Context: an optimization exercise on an open-source flow, tuned for small area, a short achievable clock period and few clock cycles. The choices shown serve that exercise and are no tape-out recipe. At most, simulation tests tie the RTL to the original design; equivalence was not proved. Power is estimated from default activity; no workload was simulated.

## the previous run
Design control, start of the top module:
module control#(parameter m=3, w=220, h=220)(
    input rstn,clk,ready,
    input [(m*m)-1:0] kernel,
    output wire [15:0] img_addr,
    output wire img_rd,
    input [7:0] img_data,
    output wire res_valid,
    output wire [15:0] res_addr,
    output wire [7:0] out,
    output wire finish
    );
Size in the first run: ~930 cells after synthesis, ~63 I/O pins.
==> module control, before the edit <==
module control#(parameter m=3, w=220, h=220)(
    input rstn,clk,ready,
    input [(m*m)-1:0] kernel,
    output wire [15:0] img_addr,
    output wire img_rd,
    input [7:0] img_data,
    output wire res_valid,
    output wire [15:0] res_addr,
    output wire [7:0] out,
    output wire finish
    );
    localparam [15:0] ST_ROW   = 16'd220;               
    localparam [15:0] ST_COL   = 16'd1 - 16'd1540;      
    localparam [15:0] ST_STRIP = -16'd440;              
    localparam [15:0] RS_SAME  = -16'd880 - 16'd221;    
    localparam [15:0] RS_PREV  = 16'd879 - 16'd221;     
    reg        ready_r;
    reg        run;
    reg        rd;
    reg [15:0] ra;
    reg [15:0] ra_o;         
    reg [2:0]  rc;           
    reg [7:0]  cc;           
    reg        last_strip;
    wire start    = ready_r & ~run;
    wire rc_end   = (rc == 3'd7);
    wire cc_end   = (cc == 8'd220);
    wire strip_end = rc_end & cc_end;
    wire prelast  = ra[15] & ra[11] & ~ra[5];
    wire run_end  = last_strip & (cc == 8'd219) & (rc == 3'd3);
    wire [2:0] rc_nx = rc + 3'd1;
    wire [15:0] ra_nx = ra + (!rc_end ? ST_ROW : !cc_end ? ST_COL : ST_STRIP);
    wire last_nx  = last_strip | (strip_end & prelast);
    assign img_rd   = rd;
    assign img_addr = ra_o;
    always @(posedge clk) ready_r <= ready;
    always @(posedge clk) begin
        if (!rstn || start) ra_o <= 16'd0;
        else ra_o <= ra_nx;
    end
    always @(posedge clk) begin
        if (!rstn) begin
            run <= 1'b0;
            rd  <= 1'b0;
        end else if (start) begin
            run <= 1'b1;
            rd  <= 1'b1;
        end else begin
            if (run_end) run <= 1'b0;
            rd <= run & ~run_end & ~(last_nx & rc_nx[2]);
        end
    end
    always @(posedge clk) begin
        if (start) begin
            ra <= 16'd0;
            rc <= 3'd0;
            cc <= 8'd0;
            last_strip <= 1'b0;
        end else begin
            rc <= rc_nx;
            ra <= ra_nx;
            if (rc_end) cc <= cc_end ? 8'd0 : cc + 8'd1;
            last_strip <= last_nx;
        end
    end
    reg [15:0] rs;
    always @(posedge clk) rs <= ra + (rc[2] ? RS_SAME : RS_PREV);
    assign res_addr = rs;
    wire rv = run & (rc >= 3'd2) & (cc >= 8'd2) & ~cc_end & ~(last_strip & rc[2]);
    reg [8:0] kr;
    always @(posedge clk) kr <= kernel;
    reg [7:0] sr [0:16];
    integer i;
    always @(posedge clk) begin
        sr[0] <= img_data;
        for (i = 1; i <= 16; i = i + 1) sr[i] <= sr[i-1];
    end
    wire [7:0] p2 = sr[0];
    wire [7:0] p1 = sr[8];
    wire [7:0] p0 = sr[16];
    wire [9:0] r0 = (p0 & {8{kr[0]}}) + (p1 & {8{kr[1]}}) + (p2 & {8{kr[2]}});
    wire [9:0] r1 = (p0 & {8{kr[3]}}) + (p1 & {8{kr[4]}}) + (p2 & {8{kr[5]}});
    wire [9:0] r2 = (p0 & {8{kr[6]}}) + (p1 & {8{kr[7]}}) + (p2 & {8{kr[8]}});
    reg [9:0]  a0;
    reg [10:0] a1;
    reg [11:0] ws;
    always @(posedge clk) begin
        a0 <= r0;
        a1 <= a0 + r1;
        ws <= a1 + r2;
    end
    wire [6:0] hl = ws[11:6] + ws[5:0];
    reg  [3:0] f;
    always @* begin
        case (hl)
            7'd0: f = 4'd0;
            7'd1: f = 4'd0;
            7'd2: f = 4'd0;
            7'd3: f = 4'd0;
            7'd4: f = 4'd0;
            7'd5: f = 4'd0;
            7'd6: f = 4'd0;
            7'd7: f = 4'd0;
            7'd8: f = 4'd0;
            7'd9: f = 4'd1;
            7'd10: f = 4'd1;
            7'd11: f = 4'd1;
            7'd12: f = 4'd1;
            7'd13: f = 4'd1;
            7'd14: f = 4'd1;
            7'd15: f = 4'd1;
            7'd16: f = 4'd1;
            7'd17: f = 4'd1;
            7'd18: f = 4'd2;
            7'd19: f = 4'd2;
            7'd20: f = 4'd2;
            7'd21: f = 4'd2;
            7'd22: f = 4'd2;
            7'd23: f = 4'd2;
            7'd24: f = 4'd2;
            7'd25: f = 4'd2;
            7'd26: f = 4'd2;
            7'd27: f = 4'd3;
            7'd28: f = 4'd3;
            7'd29: f = 4'd3;
            7'd30: f = 4'd3;
            7'd31: f = 4'd3;
            7'd32: f = 4'd3;
            7'd33: f = 4'd3;
            7'd34: f = 4'd3;
            7'd35: f = 4'd3;
            7'd36: f = 4'd4;
            7'd37: f = 4'd4;
            7'd38: f = 4'd4;
            7'd39: f = 4'd4;
            7'd40: f = 4'd4;
            7'd41: f = 4'd4;
            7'd42: f = 4'd4;
            7'd43: f = 4'd4;
            7'd44: f = 4'd4;
            7'd45: f = 4'd5;
            7'd46: f = 4'd5;
            7'd47: f = 4'd5;
            7'd48: f = 4'd5;
            7'd49: f = 4'd5;
            7'd50: f = 4'd5;
            7'd51: f = 4'd5;
            7'd52: f = 4'd5;
            7'd53: f = 4'd5;
            7'd54: f = 4'd6;
            7'd55: f = 4'd6;
            7'd56: f = 4'd6;
            7'd57: f = 4'd6;
            7'd58: f = 4'd6;
            7'd59: f = 4'd6;
            7'd60: f = 4'd6;
            7'd61: f = 4'd6;
            7'd62: f = 4'd6;
            7'd63: f = 4'd7;
            7'd64: f = 4'd7;
            7'd65: f = 4'd7;
            7'd66: f = 4'd7;
            7'd67: f = 4'd7;
            7'd68: f = 4'd7;
            7'd69: f = 4'd7;
            7'd70: f = 4'd7;
            7'd71: f = 4'd7;
            7'd72: f = 4'd8;
            7'd73: f = 4'd8;
            7'd74: f = 4'd8;
            7'd75: f = 4'd8;
            7'd76: f = 4'd8;
            7'd77: f = 4'd8;
            7'd78: f = 4'd8;
            7'd79: f = 4'd8;
            7'd80: f = 4'd8;
            7'd81: f = 4'd9;
            7'd82: f = 4'd9;
            7'd83: f = 4'd9;
            7'd84: f = 4'd9;
            7'd85: f = 4'd9;
            7'd86: f = 4'd9;
            7'd87: f = 4'd9;
            7'd88: f = 4'd9;
            7'd89: f = 4'd9;
            7'd90: f = 4'd10;
            7'd91: f = 4'd10;
            7'd92: f = 4'd10;
            7'd93: f = 4'd10;
            7'd94: f = 4'd10;
            7'd95: f = 4'd10;
            7'd96: f = 4'd10;
            7'd97: f = 4'd10;
            7'd98: f = 4'd10;
            default: f = 4'd0;
        endcase
    end
    reg  [3:0] f_r;
    reg  [5:0] h_r;
    always @(posedge clk) begin
        f_r <= f;
        h_r <= ws[11:6];
    end
    reg [7:0] q_r;
    always @(posedge clk) q_r <= {h_r, 3'b0} - h_r + f_r;
    assign out = q_r;
    reg [4:0] vp;
    reg       fin;
    always @(posedge clk) begin
        if (!rstn) begin vp <= 0; fin <= 1'b0; end
        else begin vp <= {vp[3:0], rv}; fin <= vp[3] & ~vp[2] & ~run; end
    end
    assign res_valid = vp[4];
    assign finish = fin;
endmodule
clock: 13.0 ns
lec_check: 0
cap_margin: 20
core_margin: 2
core_utilization: 40
slew_margin: 20
standard.sh (not shown) runs the stock make flow with config.mk's settings and CLKGATE_MAP_FILE= SYNTH_SCRIPT=/design/flow/synth_recipe.tcl, a recipe that flattens the netlist after the stock synthesis.
==> flow/flow/run.sh <==
#!/bin/bash
# Standard ORFS layout (the standard.sh, unchanged synthesis), with
# buf_2 port buffers and a smaller clock tree.
set -euo pipefail
export BUFFER_PORTS_ARGS="-buffer_cell sky130_fd_sc_hd__buf_2"
export CTS_ARGS="-sink_clustering_enable -repair_clock_nets -root_buf sky130_fd_sc_hd__clkbuf_16 -buf_list {sky130_fd_sc_hd__clkbuf_8 sky130_fd_sc_hd__clkbuf_16} -sink_clustering_size 30 -sink_clustering_max_diameter 100 -dont_use_dummy_load"
export SETUP_SLACK_MARGIN=9.3
bash standard.sh > standard.log 2>&1
The previous run closes out successfully: all stages finished, all timing, DRC and antenna checks passed.
Input-level comparison between the current run and the previous run:
--- a/flow/design.v
+++ b/flow/design.v
@@ -19,7 +19,6 @@
     reg        run;
     reg        rd;
     reg [15:0] ra;
-    reg [15:0] ra_o;         
     reg [2:0]  rc;           
     reg [7:0]  cc;           
     reg        last_strip;
@@ -30,15 +29,10 @@
     wire prelast  = ra[15] & ra[11] & ~ra[5];
     wire run_end  = last_strip & (cc == 8'd219) & (rc == 3'd3);
     wire [2:0] rc_nx = rc + 3'd1;
-    wire [15:0] ra_nx = ra + (!rc_end ? ST_ROW : !cc_end ? ST_COL : ST_STRIP);
     wire last_nx  = last_strip | (strip_end & prelast);
     assign img_rd   = rd;
-    assign img_addr = ra_o;
+    assign img_addr = ra;
     always @(posedge clk) ready_r <= ready;
-    always @(posedge clk) begin
-        if (!rstn || start) ra_o <= 16'd0;
-        else ra_o <= ra_nx;
-    end
     always @(posedge clk) begin
         if (!rstn) begin
             run <= 1'b0;
@@ -59,7 +53,7 @@
             last_strip <= 1'b0;
         end else begin
             rc <= rc_nx;
-            ra <= ra_nx;
+            ra <= ra + (!rc_end ? ST_ROW : !cc_end ? ST_COL : ST_STRIP);
             if (rc_end) cc <= cc_end ? 8'd0 : cc + 8'd1;
             last_strip <= last_nx;
         end
### Flow results
Share of final-layout standard cells stronger than drive strength 1 up 1.0 points in the current run wrt the previous run
Mean cell area of the mapped netlist essentially unchanged between the previous run and the current run.
Setup WNS the previous run -> the current run: worse
From the previous run to the current run the numbers moved as follows: portion of total power attributed to the clock network decreased by 0.3 points relative to the old numbers; number of instances in the synthesized netlist shows a reduction of 47; relative contribution of combinational cells to total power now sits higher; number of well taps shows a reduction of 3.3%.
Testbench counts of the current run, summed over its fixed seeds: cycles 392,466.
Function not checked in the previous run: the RTL went through the layout flow alone.

## static timing again, ports no longer ideal
In the flow no input, the clock included, has a driving cell. The finished layouts below were timed again as built, in two steps. Step 1, drivers: a clkbuf_16 drives clk and a buf_2 each remaining input, both assumed. Step 2 adds t to the input delays and takes it off the output delays; t is the mean of the earliest and latest rising clock arrival at the registers after step 1. Input paths then give back, and output paths get back, about the clock's delay inside the block. Slacks: ideal / step 1 / step 2; pairs: ideal / step 1.
run	shift t [ns]	setup WS [ns]	worst hold slack (ns)	worst data-port slew with drivers (ns)
the previous run	0.522	9.375 / 9.329 / 9.127	0.283 / 0.283 / 0.283	0.03
the current run	0.506	9.359 / 9.314 / 9.602	0.322 / 0.322 / 0.322	0.05
After both steps every run listed still meets setup and hold. The setup slack of the previous run, which loses most, moves by -0.046 ns with the drivers and by -0.248 ns with both steps.
